From an optimization exercise on the open Yosys and OpenROAD flow, aimed at small area, a short achievable clock period and few clock cycles; shortcuts taken in it are not production practice. In this exercise RTL edits were held to simulation tests only and were not proved equivalent to the original. No activity file was given, so power comes from the tool's default toggle rates.

===== design.v =====
module ALU(
	input [7:0] A,
	input [7:0] B,
	input CIN,
	input SUB,         
	input USE_C,       
	input SGN,         
	input S_SUM, S_MUL, S_SHL, S_SHR, S_AND, S_OR, S_XOR, S_NOT,
	input [8:0] P_LO,
	input [4:0] P_HI,
	output [8:0] MUL_LO,
	output [4:0] MUL_HI,
	output [8:0] RES,
	input [3:0] CMP_OP,
	output reg CMP
);
wire [8:0] bx = SUB ? {1'b1, ~B} : {1'b0, B};
wire cin = SUB ? ~(USE_C & CIN) : (USE_C & CIN);
wire [8:0] sum = {1'b0, A} + bx + {8'd0, cin};
wire [8:0] ma = {SGN & A[7], A};
wire [8:0] mb = {SGN & B[7], B};
assign MUL_LO = ma * mb[3:0];
assign MUL_HI = ma[4:0] * mb[8:4];
wire [8:0] prod = P_LO + {P_HI, 4'd0};
wire [8:0] shl = {1'b0, A} << B;
wire [8:0] shr = {1'b0, A} >> B;
assign RES = ({9{S_SUM}} & sum)
           | ({9{S_MUL}} & prod)
           | ({9{S_SHL}} & shl)
           | ({9{S_SHR}} & shr)
           | ({9{S_AND}} & {1'b0, A & B})
           | ({9{S_OR}}  & {1'b0, A | B})
           | ({9{S_XOR}} & {1'b0, A ^ B})
           | ({9{S_NOT}} & {1'b1, ~A});
always @* begin
	case (CMP_OP)
		4'd0: CMP = A == B;
		4'd1: CMP = A != B;
		4'd2: CMP = A < B;
		4'd3: CMP = A > B;
		4'd4: CMP = A <= B;
		4'd5: CMP = A >= B;
		default: CMP = 1'b0;
	endcase
end
endmodule
module MEM(
	input CLK,
	input WE,
	input [7:0] ADDR,
	input [7:0] D,
	output reg [7:0] Q
);
reg [7:0] M [0:255];
wire [15:0] hi = 16'd1 << ADDR[7:4];
wire [15:0] lo = 16'd1 << ADDR[3:0];
reg [7:0] part;
integer i, j;
always @* begin
	Q = 8'd0;
	for (j = 0; j < 16; j = j + 1) begin
		part = 8'd0;
		for (i = 0; i < 16; i = i + 1)
			part = part | (M[16*j+i] & {8{lo[i]}});
		Q = Q | (part & {8{hi[j]}});
	end
end
always @(posedge CLK) begin
	if (WE)
		M[ADDR] <= D;
end
endmodule
module INPUT_INT(
	input CLK,
	input RST,
	input EN,
	input [7:0] INPUT,
	input [1:0] CFG,
	output reg INT_FLAG,
	output INT_NEXT
);
reg [7:0] PREV_INPUT;
wire edge_hit = (CFG == 2'b01) ? |(~PREV_INPUT & INPUT) :
                (CFG == 2'b11) ? |(PREV_INPUT & ~INPUT) : 1'b0;
assign INT_NEXT = EN ? edge_hit : INT_FLAG;
always @(posedge CLK) begin
	if (RST) begin
		INT_FLAG <= 1'b0;
		PREV_INPUT <= 8'd0;
	end
	else begin
		INT_FLAG <= INT_NEXT;
		if (EN)
			PREV_INPUT <= INPUT;
	end
end
endmodule
module TIMER_INT(
	input CLK,
	input RST,
	input EN,
	input [6:0] CFG0,
	input [6:0] CFG1,
	input [6:0] CFG2,
	input [6:0] CFG3,
	output reg [3:0] INT_FLAG,
	output [3:0] INT_NEXT
);
reg [9:0] CNT;
reg [5:0] TICK [0:3];
wire WRAP = CNT == 10'd999;
wire [6:0] CFG [0:3];
assign CFG[0] = CFG0;
assign CFG[1] = CFG1;
assign CFG[2] = CFG2;
assign CFG[3] = CFG3;
wire [3:0] hit;
genvar g;
generate
	for (g = 0; g < 4; g = g + 1) begin : gen_hit
		assign hit[g] = WRAP & CFG[g][0] & (CFG[g][6:1] == TICK[g]);
	end
endgenerate
assign INT_NEXT = EN ? hit : INT_FLAG;
integer i;
always @(posedge CLK) begin
	if (RST) begin
		CNT <= 10'd0;
		INT_FLAG <= 4'd0;
		for (i = 0; i < 4; i = i + 1)
			TICK[i] <= 6'd0;
	end
	else begin
		INT_FLAG <= INT_NEXT;
		if (EN) begin
			CNT <= WRAP ? 10'd0 : CNT + 10'd1;
			for (i = 0; i < 4; i = i + 1) begin
				if (hit[i])
					TICK[i] <= 6'd0;
				else if (WRAP)
					TICK[i] <= TICK[i] + 6'd1;
			end
		end
	end
end
endmodule
module AYUMU(
	input CLK,
	input RST,
	input [31:0] INPUT,
	output [31:0] OUTPUT,
	output [15:0] IADDR,
	input [15:0] IDATA
);
reg        RUN;       
reg        HOLD;      
reg        TAKE;      
reg [15:0] NPC;       
reg [15:0] PC;        
reg        C_FLAG;
reg        F_FLAG;
reg        INSERV;    
reg [15:0] SAVED_PC;
reg [8:0]  P_LO;      
reg [4:0]  P_HI;
reg [7:0]  R   [0:15];
reg [7:0]  IO  [0:3];
reg [15:0] VEC [0:7];
reg [1:0]  ICFG [0:3];    
reg [6:0]  TCFG [0:3];    
assign OUTPUT = {IO[3], IO[2], IO[1], IO[0]};
assign IADDR = NPC;
integer i;
wire [15:0] w = IDATA;
wire f_alui = w[15];
wire f_01   = ~w[15] & w[14];
wire f_alur = f_01 & (w[9:8] == 2'b00);
wire f_cmp  = f_01 & (w[9:8] == 2'b01);
wire f_io   = f_01 & (w[9:8] == 2'b10);
wire f_mem  = f_01 & (w[9:8] == 2'b11);
wire f_x1   = ~w[15] & ~w[14] & w[12];
wire f_jmp  = f_x1 & (w[7:4] == 4'd0);
wire f_not  = f_x1 & (w[7:4] == 4'd1);
wire f_reti = f_x1 & (w[7:4] == 4'd2);
wire [3:0] f_a  = f_alui ? w[11:8] : (f_io | f_not) ? w[3:0] : w[7:4];
wire [3:0] f_b  = w[3:0];
wire [3:0] f_op = f_alui ? {1'b0, w[14:12]} : w[13:10];
wire f_alu2 = f_alui | f_alur;    
wire [15:0] f_opd = {16{f_alu2}} & (16'd1 << f_op);
wire f_mul  = f_opd[2] | f_opd[8];
wire f_jmpu = f_jmp & (w[9:8] == 2'b00);
wire f_jmpc = f_jmp & (w[9:8] == 2'b01);
wire f_ret  = f_reti | (f_jmp & (w[9:8] == 2'b10));
wire f_vsel = w[3:0] != 4'd0;
reg [15:0] A_OH;        
reg [7:0]  OPA;         
reg [7:0]  OPB;         
reg        FWD_A, FWD_B;    
reg [7:0]  LAST;        
reg        S_SUM, S_MUL, S_SHL, S_SHR, S_AND, S_OR, S_XOR, S_NOT;
reg        D_SUB, D_USEC, D_SGN;
reg [3:0]  CMPOP;       
reg        D_ALU, D_CMP, D_MEM, D_LD, D_IN, D_OUT, D_SETV, D_SETC;
reg        D_RETI, D_VSEL;
reg [2:0]  D_K;         
wire adv = RUN & ~HOLD;       
wire exe = adv & ~TAKE;       
wire reg_we = exe & (D_ALU | D_LD | D_IN);
wire [7:0] wd;
wire [15:0] PAIR = D_VSEL ? {R[14], R[15]} : {R[12], R[13]};
wire [7:0] A = FWD_A ? LAST : OPA;
wire [7:0] B = FWD_B ? LAST : OPB;
wire [8:0] alu_res;
wire       cmp_res;
wire [8:0] mul_lo;
wire [4:0] mul_hi;
ALU ALU(.A(A), .B(B), .CIN(C_FLAG), .SUB(D_SUB), .USE_C(D_USEC), .SGN(D_SGN),
	.S_SUM(S_SUM), .S_MUL(S_MUL), .S_SHL(S_SHL), .S_SHR(S_SHR), .S_AND(S_AND), .S_OR(S_OR),
	.S_XOR(S_XOR), .S_NOT(S_NOT), .P_LO(P_LO), .P_HI(P_HI), .MUL_LO(mul_lo), .MUL_HI(mul_hi),
	.RES(alu_res), .CMP_OP(CMPOP), .CMP(cmp_res));
wire [7:0] mem_q;
wire mem_we = exe & D_MEM & ~D_LD;
MEM MEM(.CLK(CLK), .WE(mem_we), .ADDR(B), .D(A), .Q(mem_q));
wire [7:0] in_val = D_K[2] ? INPUT[D_K[1:0]*8 +: 8] : IO[D_K[1:0]];
assign wd = alu_res[7:0] | ({8{D_LD}} & mem_q) | ({8{D_IN}} & in_val);
wire [7:0] REQ;
wire [7:0] REQ_N;
genvar g;
generate
	for (g = 0; g < 4; g = g + 1) begin : gen_in
		INPUT_INT INPUT_INT(.CLK(CLK), .RST(RST), .EN(adv), .INPUT(INPUT[g*8 +: 8]), .CFG(ICFG[g]),
			.INT_FLAG(REQ[g]), .INT_NEXT(REQ_N[g]));
	end
endgenerate
TIMER_INT TIMER_INT(.CLK(CLK), .RST(RST), .EN(adv),
	.CFG0(TCFG[0]), .CFG1(TCFG[1]), .CFG2(TCFG[2]), .CFG3(TCFG[3]),
	.INT_FLAG(REQ[7:4]), .INT_NEXT(REQ_N[7:4]));
wire insrv_n = (adv & TAKE) ? 1'b1 : (exe & D_RETI) ? 1'b0 : INSERV;
wire f_n     = adv ? (exe & D_CMP & cmp_res) : F_FLAG;
wire [15:0] saved_n = (adv & TAKE) ? PC : SAVED_PC;
wire take_n  = (REQ_N != 8'd0) & ~insrv_n;
reg [15:0] vec_n [0:7];
always @* begin
	for (i = 0; i < 8; i = i + 1)
		vec_n[i] = (exe & D_SETV & (D_K == i)) ? PAIR : VEC[i];
end
reg [15:0] vsel_n;
always @* begin
	if (REQ_N[0])      vsel_n = vec_n[0];
	else if (REQ_N[1]) vsel_n = vec_n[1];
	else if (REQ_N[2]) vsel_n = vec_n[2];
	else if (REQ_N[3]) vsel_n = vec_n[3];
	else if (REQ_N[4]) vsel_n = vec_n[4];
	else if (REQ_N[5]) vsel_n = vec_n[5];
	else if (REQ_N[6]) vsel_n = vec_n[6];
	else               vsel_n = vec_n[7];
end
wire pair_wr = reg_we & (A_OH[12] | A_OH[13] | A_OH[14] | A_OH[15]);
wire hold_n  = ~HOLD & ~take_n & (f_mul | ((f_jmpu | f_jmpc) & pair_wr));
wire jt_n    = f_jmpu | (f_jmpc & f_n);
wire [15:0] tgt_n = f_vsel ? {R[14], R[15]} : {R[12], R[13]};
wire [15:0] npc_n = hold_n ? NPC :
                    take_n ? vsel_n :
                    jt_n ? tgt_n :
                    f_ret ? saved_n : NPC + 16'd1;
wire [15:0] f_aoh = 16'd1 << f_a;
always @(posedge CLK) begin
	A_OH   <= f_aoh;
	OPA    <= R[f_a];
	OPB    <= f_alui ? w[7:0] : R[f_b];
	FWD_A  <= reg_we & A_OH[f_a];
	FWD_B  <= reg_we & ~f_alui & A_OH[f_b];
	LAST   <= wd;
	S_SUM  <= f_opd[0] | f_opd[1] | f_opd[9] | f_opd[10];
	S_MUL  <= f_mul;
	S_SHL  <= f_opd[3];
	S_SHR  <= f_opd[4];
	S_AND  <= f_opd[5];
	S_OR   <= f_opd[6];
	S_XOR  <= f_opd[7];
	S_NOT  <= f_opd[11] | f_not;
	D_SUB  <= (f_op == 4'd1) | (f_op == 4'd10);
	D_USEC <= (f_op == 4'd9) | (f_op == 4'd10);
	D_SGN  <= f_op == 4'd2;
	CMPOP  <= w[13:10];
	D_ALU  <= f_alu2 | f_not;
	D_CMP  <= f_cmp;
	D_MEM  <= f_mem;
	D_LD   <= f_mem & w[10];
	D_IN   <= f_io & (w[13:12] == 2'b00) & w[11];
	D_OUT  <= f_io & (w[13:12] == 2'b00) & ~w[11] & ~w[6];
	D_SETV <= f_io & (w[13:12] == 2'b01);
	D_SETC <= f_io & (w[13:12] == 2'b10);
	D_RETI <= f_ret;
	D_VSEL <= f_vsel;
	D_K    <= w[6:4];
end
always @(posedge CLK) begin
	if (RUN & HOLD) begin
		P_LO <= mul_lo;
		P_HI <= mul_hi;
	end
end
always @(posedge CLK) begin
	if (RST) begin
		RUN <= 1'b0;
		HOLD <= 1'b0;
		TAKE <= 1'b0;
		NPC <= 16'd0;
		PC <= 16'd0;
		C_FLAG <= 1'b0;
		F_FLAG <= 1'b0;
		INSERV <= 1'b0;
		SAVED_PC <= 16'd0;
		for (i = 0; i < 16; i = i + 1)
			R[i] <= 8'd0;
		for (i = 0; i < 4; i = i + 1) begin
			IO[i] <= 8'd0;
			ICFG[i] <= 2'd0;
			TCFG[i] <= 7'd0;
		end
		for (i = 0; i < 8; i = i + 1)
			VEC[i] <= 16'd0;
	end
	else begin
		RUN <= 1'b1;
		HOLD <= hold_n;
		TAKE <= take_n;
		NPC <= npc_n;
		PC <= NPC;
		INSERV <= insrv_n;
		F_FLAG <= f_n;
		SAVED_PC <= saved_n;
		for (i = 0; i < 8; i = i + 1)
			VEC[i] <= vec_n[i];
		if (adv)
			C_FLAG <= exe & alu_res[8];
		for (i = 0; i < 16; i = i + 1)
			if (reg_we & A_OH[i])
				R[i] <= wd;
		if (exe & D_OUT)
			IO[D_K[1:0]] <= A;
		if (exe & D_SETC) begin
			if (D_K[2]) TCFG[D_K[1:0]] <= {A[7:2], A[0]};
			else ICFG[D_K[1:0]] <= A[1:0];
		end
	end
end
endmodule

===== flow/run.sh =====
#!/bin/bash
set -o pipefail
bash standard.sh SETUP_SLACK_MARGIN=6.3 finish > standard.log 2>&1

===== standard.sh =====
#!/bin/bash
# synth_recipe.tcl (not shown) runs the flow's synth.tcl, then flattens the netlist and writes it again
# the make line also repeats each setting of config.mk as NAME=value (left out here)
make -C /OpenROAD-flow-scripts/flow DESIGN_CONFIG=/design/flow/config.mk WORK_HOME=/design/flow/orfs CLKGATE_MAP_FILE= SYNTH_SCRIPT=/design/flow/synth_recipe.tcl "${@:-finish}"

===== config.mk =====
export PLATFORM = sky130hd
export DESIGN_NAME = AYUMU
export DESIGN_NICKNAME = AYUMU
export VERILOG_FILES = /design/flow/design.v
export SDC_FILE = /design/flow/constraint.sdc
export NUM_CORES = 4
export LEC_CHECK = 0
export CAP_MARGIN = 20
export CORE_MARGIN = 2
export CORE_UTILIZATION = 40
export SLEW_MARGIN = 20

===== constraint.sdc =====
create_clock -name core_clock -period 10.0 [get_ports {CLK}]
set_input_delay 2.0000 -clock core_clock [delete_from_list [all_inputs] [get_ports {CLK}]]
set_output_delay 2.0000 -clock core_clock [all_outputs]
set_load 0.01 [all_outputs]

==> notes.md, run 1 <==
* Worst Path Required at 10.68 ns
* LEAKAGE at 42.6 nW
* Post-route ant nets at 0
* Hold_ws at 0.455 ns
* Share of cells above drive strength 1 at 21.4%
* Fillers at 21.9k
* Run status: finished clean
* TritonCTS clock tree: yes
* Initial Utilization at 40.3%
* Mapped cell area at 0.105 mm2
* Worst setup margin at 5.47 ns
* Sink Count at 2584
* GRT overflow at 0
* Die Wd at 516 um
* Slew @ Worst Pin at 1.37 ns
* Syn. warnings at 12
* Arrival @ worst endpoint at 5.21 ns
* Pre-CTS setup slack at 3.84 ns
* Net count, final at 8437
* Critical Path Source Type: flip-flop
* Final count of negative-setup-slack endpoints at 0
* Sequential element share of the synthesized area at 69.7%
* Worst skew pair latency at 0.91 ns
* DR iter-0 viols at 14.9k
* Fmax at 221 MHz
* Routed WL at 453 mm
* Synth unique cells at 98
* Num CTS Buffers at 284
* Number of buffers added on ports at 97
* Setup TNS at 0 ns
* Placed insts at 11.1k
* Prevailing post-synth register cell: edfxtp_1
* Seq cells post-synth at 2584
* RSZ-0062 raised after global routing: yes
* Asr flop ratio synth at 0%
* Hold Path Class: flip-flop to flip-flop
* Final Core Density at 49.8%
* DP Area at 0.111 mm2
* First-pass GRT wire length at 613 mm
* Max incr delay on CP at 0.55 ns
* Clk pin slew, worst setup/hold paths at 0.06 ns
* WL per Instance at 37.6 um
* Element type at the critical path end: flip-flop
* Dpl hpwl at 246 mm
* Area growth syn-to-layout at 23.6%
* Kind of critical path: flip-flop to flip-flop
* Final period utilization at 45.3%
* VDD IR max at 0.000190 V
* Slowest-stage cell, CP: a222oi_1
* CP Max Fanout at 8
* Final hold violations at 0
* Fin. max-slew vios at 0
* Syn Nets at 7950
* H-tree lvl count at 5
* Layout Cell Area excl Fill at 0.130 mm2
* Worst-path cell chain: buf_12 -> mux2i_4 -> buf_12 -> buf_12 -> buf_16 -> nor2_4 -> buf_12 -> buf_16 -> a22o_1 -> a222oi_1 -> nand4_1 -> nor2_1 -> o22ai_1 -> o41ai_4 -> buf_12 -> buf_12 -> buf_16 -> a311oi_1
* Most frequent cells in the layout: edfxtp_1, nor2_1, nand2_1
* Worst path most repeated cell: buf_12
* CP delay by family, top: compound AO/OA/AOI/OAI gates
* Core Rows at 187
* DR pass1 iterations at 10
* I/O pin total at 98
* Core area at 0.260 mm2
* Max Clock Skew at 0.105 ns
* DR DRC count at 0
* Die height at 516 um
* Commonest non-fill, non-tap cell in the layout: edfxtp_1
* Initial antenna violation count at 33
* Largest net degree at the start of global routing at 179
* Avg Synthesized Cell Area at 13.4 um2
* Number of synthesized flops with an enable pin at 2130
* Minimum clock period at 4.53 ns
* Via density at 6.75
* Max-cap viol count at 0
* Slew headroom at 8.88%
* Number of global-route vias before repair at 75.0k
* Cell Count, Final, Fillers Out at 12.1k
* Via count at 81.4k
* Crit path buf inv count at 9
* Tot Pwr at 25.4 mW
* Hold_buf cts at 0
* CTS max path bufs at 4
* CTS Root Buffer Type: clkbuf_16
* GR Util All Layers at 32.9%
* Die footprint at 0.266 mm2
* Pwr/cell area at 196 mW/mm2
* Post-Syn Instances at 7828
* GPL Wtd Cong at 1.00
==> registers in the layout, indices dropped and copies added, names as in the netlist, 5 cells and up <==
signal,flops
OPA,8
OPB,8
TIMER_INT.TICK,24
gen_in.INPUT_INT.PREV_INPUT,32
R,128
IO,32
LAST,8
MEM.M,2048
A_OH,16
TIMER_INT.CNT,10
PC,16
P_HI,5
P_LO,9
NPC,16
ICFG,8
SAVED_PC,16
VEC,128
TCFG,28
==> what timing repair did <==
| item | 4_1_cts | 5_1_grt |
|---|---|---|
| pin swaps | 208 | 98 |
| gates resized for setup | 967 | 264 |
| setup endpoints to repair | 2535 | 768 |
| setup buffers | 279 | 46 |
| cloned | 82 | 4 |
==> Yosys cell counts, types with 15 or more instances <==
cell | number | area share (%)
fa_1 | 16 | 0.31
buf_1 | 66 | 0.24
a222oi_1 | 166 | 1.6
o22a_1 | 25 | 0.21
nor4_1 | 41 | 0.24
nand4_1 | 74 | 0.44
o21ai_0 | 313 | 1.5
a22oi_1 | 548 | 3.9
nor3_1 | 126 | 0.60
clkbuf_1 | 315 | 1.1
a21oi_1 | 219 | 1.0
o221ai_1 | 36 | 0.30
mux2i_1 | 89 | 0.85
mux2_2 | 19 | 0.20
a311oi_1 | 50 | 0.42
nor2b_1 | 43 | 0.26
nor2_1 | 841 | 3.0
nand2b_1 | 52 | 0.31
a32oi_1 | 25 | 0.21
and3_1 | 48 | 0.29
o22ai_1 | 140 | 0.84
a221oi_1 | 81 | 0.68
a211oi_1 | 140 | 1.0
a31oi_1 | 23 | 0.14
dfxtp_1 | 454 | 8.7
xor2_1 | 36 | 0.30
nand2_1 | 604 | 2.2
o311ai_0 | 15 | 0.13
and2_1 | 33 | 0.20
o2111ai_1 | 47 | 0.39
edfxtp_1 | 2130 | 61
ha_1 | 56 | 0.67
mux4_2 | 23 | 0.49
o31ai_1 | 29 | 0.21
inv_1 | 86 | 0.31
a22o_1 | 106 | 0.89
nand3_1 | 163 | 0.78
xnor2_1 | 64 | 0.53
buf_2 | 159 | 0.76
o211ai_1 | 39 | 0.28
==> report_power, final <==
group / internal (mW) / switching (mW)
sequential: 11.8 / 0.0906
combinational: 0.929 / 2.07
clock: 6.13 / 4.40
total: 18.9 / 6.55
==> worst reg2reg max path, cell delays in order, from the launching register on <==
cell      delay, ns
dfxtp_4        0.37
buf_12         0.14
mux2i_4        0.28
buf_12         0.18
buf_12         0.12
buf_16         0.13
nor2_4         0.12
buf_12         0.17
buf_16         0.18
a22o_1         0.25
a222oi_1       0.55
nand4_1        0.21
nor2_1         0.43
o22ai_1        0.26
o41ai_4        0.41
buf_12         0.21
buf_12         0.12
buf_16         0.13
a311oi_1       0.10
==> logic make-up after synthesis <==
family	count (synthesis)	synth area share (%)
muxes	132	1.56
adders and majority gates	72	0.974
AOI/OAI and AO/OA	2168	15.3
and+or+nand+nor	2121	9.00
buffers and inverters	651	2.64
DFF	2584	69.7
xor gates and xnor gates	100	0.835
==> cell type report <==
type | count | area, um2 | share of cell area, %
Timing Repair Buffer | 749 | 9440 | 7.29
Clock inverter | 146 | 1450 | 1.12
Clock buffer | 356 | 7670 | 5.92
Sequential cell | 2584 | 73100 | 56.4
Tap cell | 3496 | 4370 | 3.38
Antenna cell | 26 | 65.1 | 0.0502
Inverter | 88 | 430 | 0.332
Multi-Input combinational cell | 4600 | 33000 | 25.4
Timing Repair inverter | 8 | 52.6 | 0.0406
==> routing by layer <==
metal | GRT usage, % | up-vias | wire [um]
met4 | 19.2 | 44 | 33200
met2 | 46.8 | 7240 | 186000
met1 | 41.9 | 40500 | 159000
met3 | 13.7 | 1719 | 73300
li1 | - | 31900 | -
met5 | 0.559 | - | 719
==> path summary, 6_finish.rpt <==
kind	start	cells after the start	slack, ns	to
setup / recovery	FWD_B	18	5.47	R[5][4]
hold reg to reg	gen_in[0].INPUT_INT.PREV_INPUT[7]	2	0.45	gen_in[0].INPUT_INT.PREV_INPUT[7]
hold / removal	gen_in[0].INPUT_INT.PREV_INPUT[7]	2	0.45	gen_in[0].INPUT_INT.PREV_INPUT[7]
setup reg to reg	FWD_B	18	5.47	R[5][4]
Testbench counts, summed over its fixed seeds: cycles 149,932.
==> run 2: changes to the inputs <==
--- a/design.v
+++ b/design.v
@@ -6,10 +6,6 @@
 	input USE_C,       
 	input SGN,         
 	input S_SUM, S_MUL, S_SHL, S_SHR, S_AND, S_OR, S_XOR, S_NOT,
-	input [8:0] P_LO,
-	input [4:0] P_HI,
-	output [8:0] MUL_LO,
-	output [4:0] MUL_HI,
 	output [8:0] RES,
 	input [3:0] CMP_OP,
 	output reg CMP
@@ -19,9 +15,7 @@
 wire [8:0] sum = {1'b0, A} + bx + {8'd0, cin};
 wire [8:0] ma = {SGN & A[7], A};
 wire [8:0] mb = {SGN & B[7], B};
-assign MUL_LO = ma * mb[3:0];
-assign MUL_HI = ma[4:0] * mb[8:4];
-wire [8:0] prod = P_LO + {P_HI, 4'd0};
+wire [8:0] prod = ma * mb;
 wire [8:0] shl = {1'b0, A} << B;
 wire [8:0] shr = {1'b0, A} >> B;
 assign RES = ({9{S_SUM}} & sum)
@@ -161,8 +155,6 @@
 reg        F_FLAG;
 reg        INSERV;    
 reg [15:0] SAVED_PC;
-reg [8:0]  P_LO;      
-reg [4:0]  P_HI;
 reg [7:0]  R   [0:15];
 reg [7:0]  IO  [0:3];
 reg [15:0] VEC [0:7];
@@ -212,11 +204,9 @@
 wire [7:0] B = FWD_B ? LAST : OPB;
 wire [8:0] alu_res;
 wire       cmp_res;
-wire [8:0] mul_lo;
-wire [4:0] mul_hi;
 ALU ALU(.A(A), .B(B), .CIN(C_FLAG), .SUB(D_SUB), .USE_C(D_USEC), .SGN(D_SGN),
 	.S_SUM(S_SUM), .S_MUL(S_MUL), .S_SHL(S_SHL), .S_SHR(S_SHR), .S_AND(S_AND), .S_OR(S_OR),
-	.S_XOR(S_XOR), .S_NOT(S_NOT), .P_LO(P_LO), .P_HI(P_HI), .MUL_LO(mul_lo), .MUL_HI(mul_hi),
+	.S_XOR(S_XOR), .S_NOT(S_NOT),
 	.RES(alu_res), .CMP_OP(CMPOP), .CMP(cmp_res));
 wire [7:0] mem_q;
 wire mem_we = exe & D_MEM & ~D_LD;
@@ -256,7 +246,7 @@
 	else               vsel_n = vec_n[7];
 end
 wire pair_wr = reg_we & (A_OH[12] | A_OH[13] | A_OH[14] | A_OH[15]);
-wire hold_n  = ~HOLD & ~take_n & (f_mul | ((f_jmpu | f_jmpc) & pair_wr));
+wire hold_n  = ~HOLD & ~take_n & (f_jmpu | f_jmpc) & pair_wr;
 wire jt_n    = f_jmpu | (f_jmpc & f_n);
 wire [15:0] tgt_n = f_vsel ? {R[14], R[15]} : {R[12], R[13]};
 wire [15:0] npc_n = hold_n ? NPC :
@@ -296,12 +286,6 @@
 	D_K    <= w[6:4];
 end
 always @(posedge CLK) begin
-	if (RUN & HOLD) begin
-		P_LO <= mul_lo;
-		P_HI <= mul_hi;
-	end
-end
-always @(posedge CLK) begin
 	if (RST) begin
 		RUN <= 1'b0;
 		HOLD <= 1'b0;
--- a/config.mk
+++ b/config.mk
@@ -7,5 +7,7 @@
 export LEC_CHECK = 0
 export CAP_MARGIN = 20
 export CORE_MARGIN = 2
-export CORE_UTILIZATION = 40
+export CORE_UTILIZATION = 60
+export CTS_CLUSTER_DIAMETER = 80
+export CTS_CLUSTER_SIZE = 30
 export SLEW_MARGIN = 20
==> notes.md, run 2 <==
* Hold path startpoint: gen_in[0].INPUT_INT.PREV_INPUT[7]
* Crit path buf inv count at 6
* Worst-path cell chain: buf_6 -> mux2i_4 -> bufinv_16 -> buf_4 -> buf_16 -> a211oi_4 -> bufbuf_16 -> a222oi_1 -> nand2_1 -> o41ai_1 -> o2111ai_1 -> or4_1 -> a21oi_4 -> clkbuf_16 -> a21oi_1
* Worst Path Required at 10.70 ns
* Kind of critical path: flip-flop to flip-flop
* VDD IR max at 0.000229 V
* Fmax at 195 MHz
* Net Sw Power at 5.80 mW
* Most frequent cells after synthesis: edfxtp_1, nor2_1, nand2_1, a22oi_1, dfxtp_1
* Final hold violations at 0
* Top flop regs: MEM.M x2048, R x128, VEC x128
* Xor/xnor cell area share of the yosys netlist at 0.800%
* Number of buffers added on ports at 97
* CP Max Fanout at 33
* DR DRC count at 0
* Mux cell area share after synthesis at 2.34%
* Core Rows at 152
* Top post-synthesis cells by area: edfxtp_1, dfxtp_1, a22oi_1
* Yosys top cell area share at 61.1%
* Number of synthesized flops with an enable pin at 2116
* Final period utilization at 51.2%
* Post-Syn Instances at 7662
* Slew headroom at 3.33%
* Most frequent cells in the layout: edfxtp_1, nand2_1, nor2_1
* Hold_buf cts at 0
* Syn. warnings at 12
* Asr flop ratio synth at 0%
* First-pass GRT wire length at 557 mm
* Worst skew pair latency at 0.86 ns
* Via count at 77.4k
* Critical Path Source: FWD_B
* Pwr/cell area at 175 mW/mm2
* CP delay by family, top: compound AO/OA/AOI/OAI gates
* Slowest-stage cell, CP: o41ai_1
* Critical Path Source Type: flip-flop
* Final count of negative-setup-slack endpoints at 0
* Net count, final at 8024
* Largest net degree at the start of global routing at 124
* Prevailing post-synth register cell: edfxtp_1
* GR Util All Layers at 45.5%
* Max Clock Skew at 0.0406 ns
* Pre-CTS setup slack at 2.93 ns
* Die footprint at 0.177 mm2
* Post-route ant nets at 0
* LEAKAGE at 39.0 nW
* Fin. max-slew vios at 0
* Synth unique cells at 100
* Via density at 7.49
* Sw frac at 27.4%
* DR pass1 iterations at 12
* Commonest non-fill, non-tap cell in the layout: edfxtp_1
* Mapped cell area at 0.104 mm2
* Avg Synthesized Cell Area at 13.6 um2
* Die Wd at 420 um
* Post-synthesis simple-gate area fraction at 7.72%
* Syn Nets at 7786
* Die height at 420 um
* WL per Instance at 39.9 um
* Cell Count, Final, Fillers Out at 10.3k
* Initial Utilization at 60.5%
* Sink Count at 2570
* Slew @ Worst Pin at 1.44 ns
* Largest family of logic cells by synthesized area: compound AO/OA/AOI/OAI gates
* Reg2reg start: FWD_B
* Area leader, netlist: edfxtp_1
* I/O pin total at 98
* Area growth syn-to-layout at 16.3%
* Share of cells above drive strength 1 at 19.3%
* Worst setup margin at 4.88 ns
* Flop pwr share at 55.8%
* CTS Root Buffer Type: clkbuf_16
* Placed insts at 9727
* Gate power share at 13.5%
* Minimum clock period at 5.12 ns
* Adder-Cell Fraction of Synth Area at 1.03%
* Hold_ws at 0.464 ns
* Num CTS Buffers at 131
* GPL Wtd Cong at 0.951
* Post-synthesis compound-gate area fraction at 15.5%
* P_int at 15.4 mW
* DR iter-0 viols at 14.5k
* CTS max path bufs at 3
* Initial antenna violation count at 33
* H-tree lvl count at 4
* Hold Path Class: flip-flop to flip-flop
* Setup TNS at 0 ns
* Routed WL at 412 mm
* Most frequent cell after synthesis: edfxtp_1
* Max-cap viol count at 0
* Arrival @ worst endpoint at 5.83 ns
* TritonCTS clock tree: yes
* Max reg flops at 2048
* Max incr delay on CP at 0.85 ns
* Dpl hpwl at 223 mm
* GRT overflow at 0
* Top reg by flops: MEM.M
* Element type at the critical path end: flip-flop
* Clk pin slew, worst setup/hold paths at 0.10 ns
* Number of global-route vias before repair at 71.3k
* Clk pwr share at 30.7%
* RSZ-0062 raised after global routing: yes
* Seq cells post-synth at 2570
* Sequential element share of the synthesized area at 69.8%
* Tot Pwr at 21.2 mW
* Core area at 0.172 mm2
* Run status: finished clean
## run 2: cell count changes after synthesis, moves of 36 or more
cell	before	now
mux2i_1	89	130
a22oi_1	548	481
a21oi_1	219	293
nor2_1	841	732
o21ai_0	313	350
nand2_1	604	540
a211oi_1	140	82
a222oi_1	166	233
a31oi_1	23	82
nor3_1	126	88
a311oi_1	50	2
a22o_1	106	142
## run 2: path summary, 6_finish.rpt
kind / depth (start not counted) / to / slack [ns]
min reg2reg: 2 / gen_in[0].INPUT_INT.PREV_INPUT[7] / 0.46
max reg2reg: 15 / R[6][7] / 4.88
max: 15 / R[6][7] / 4.88
min: 2 / gen_in[0].INPUT_INT.PREV_INPUT[7] / 0.46
## run 2: repair_timing
action                                  4_1_cts  5_1_grt
gates resized for setup                     853      259
gates cloned                                 58       18
setup buffers                               184       90
pin swaps                                   118      138
endpoints found under the setup margin     2422      895
## run 2: power by group through the flow
stage | logic, mW | registers, mW | clock network, mW
after floorplan | 1.19 | 12.1 | 0
after global placement | 2.12 | 12.1 | 0
after detailed placement | 2.14 | 12.1 | 0
after CTS | 2.56 | 11.8 | 6.44
after global routing | 2.86 | 11.8 | 6.79
final | 2.86 | 11.8 | 6.50
## run 2: tightest hold or removal path, delay by kind of cell (launching register included)
kind            cells  cell delay [ns]
compound gates      1             0.05
flops               1             0.32
simple gates        1             0.05
## run 2: cells by family after synthesis
family          after synthesis
xor+xnor                     95
mux                         202
buf+inv                     692
simple gates               1820
compound gates             2209
flops                      2570
fa+ha+maj                    74
## run 2: stage by stage
step           utilization, %  cell area, um2
6_report                 70.4          121000
5_1_grt                  70.3          121000
4_1_cts                  68.9          118000
3_5_place_dp             63.0          108000
3_3_place_gp             63.0          108000
2_1_floorplan               -          105000
## run 2: metal layers
layer | routed length [um] | track usage (%)
met5 | 184 | 0
met4 | 40300 | 34.0
met3 | 61400 | 14.7
met2 | 179000 | 67.4
met1 | 132000 | 55.9
## run 2: area by class of cell
| class | count | area [um2] |
|---|---|---|
| Timing Repair inverter | 12 | 120 |
| Inverter | 106 | 571 |
| Timing Repair Buffer | 669 | 7870 |
| Sequential cell | 2570 | 72700 |
| Clock inverter | 86 | 1020 |
| Multi-Input combinational cell | 4410 | 32400 |
| Antenna cell | 24 | 60.1 |
| Fill cell | 11700 | 51000 |
| Tap cell | 2310 | 2890 |
| Clock buffer | 138 | 3390 |
Testbench counts of run 2, summed over its fixed seeds: cycles 145,254.

static timing again, ports no longer ideal:
The flow's constraints put no driver on any port. The routed layouts listed below were extracted and timed again, unchanged, in two steps.
Step 1 assumes that a clkbuf_16 drives the clock port and a buf_2 every other input.
Step 2 times the ports against the registers' clock, not the clock port: input delays grow and output delays shrink by t, the midpoint of the rising clock arrivals with the driver on.
Three values: no drivers, after step 1, after step 2; two values: the first two.
run	shift t [ns]	setup slack, ns	worst hold slack (ns)	worst setup path after step 2	worst slew at a driven data input, ns
run 1	0.943	5.470 / 5.470 / 5.269	0.455 / 0.455 / 0.455	input to register	0.09
run 2	0.924	4.875 / 4.875 / 4.790	0.464 / 0.464 / 0.464	input to register	0.17
After both steps setup and hold are still met in every run listed. For run 1, which loses most, drivers alone change the setup slack by 0.000 ns; drivers and shift together by -0.201 ns.
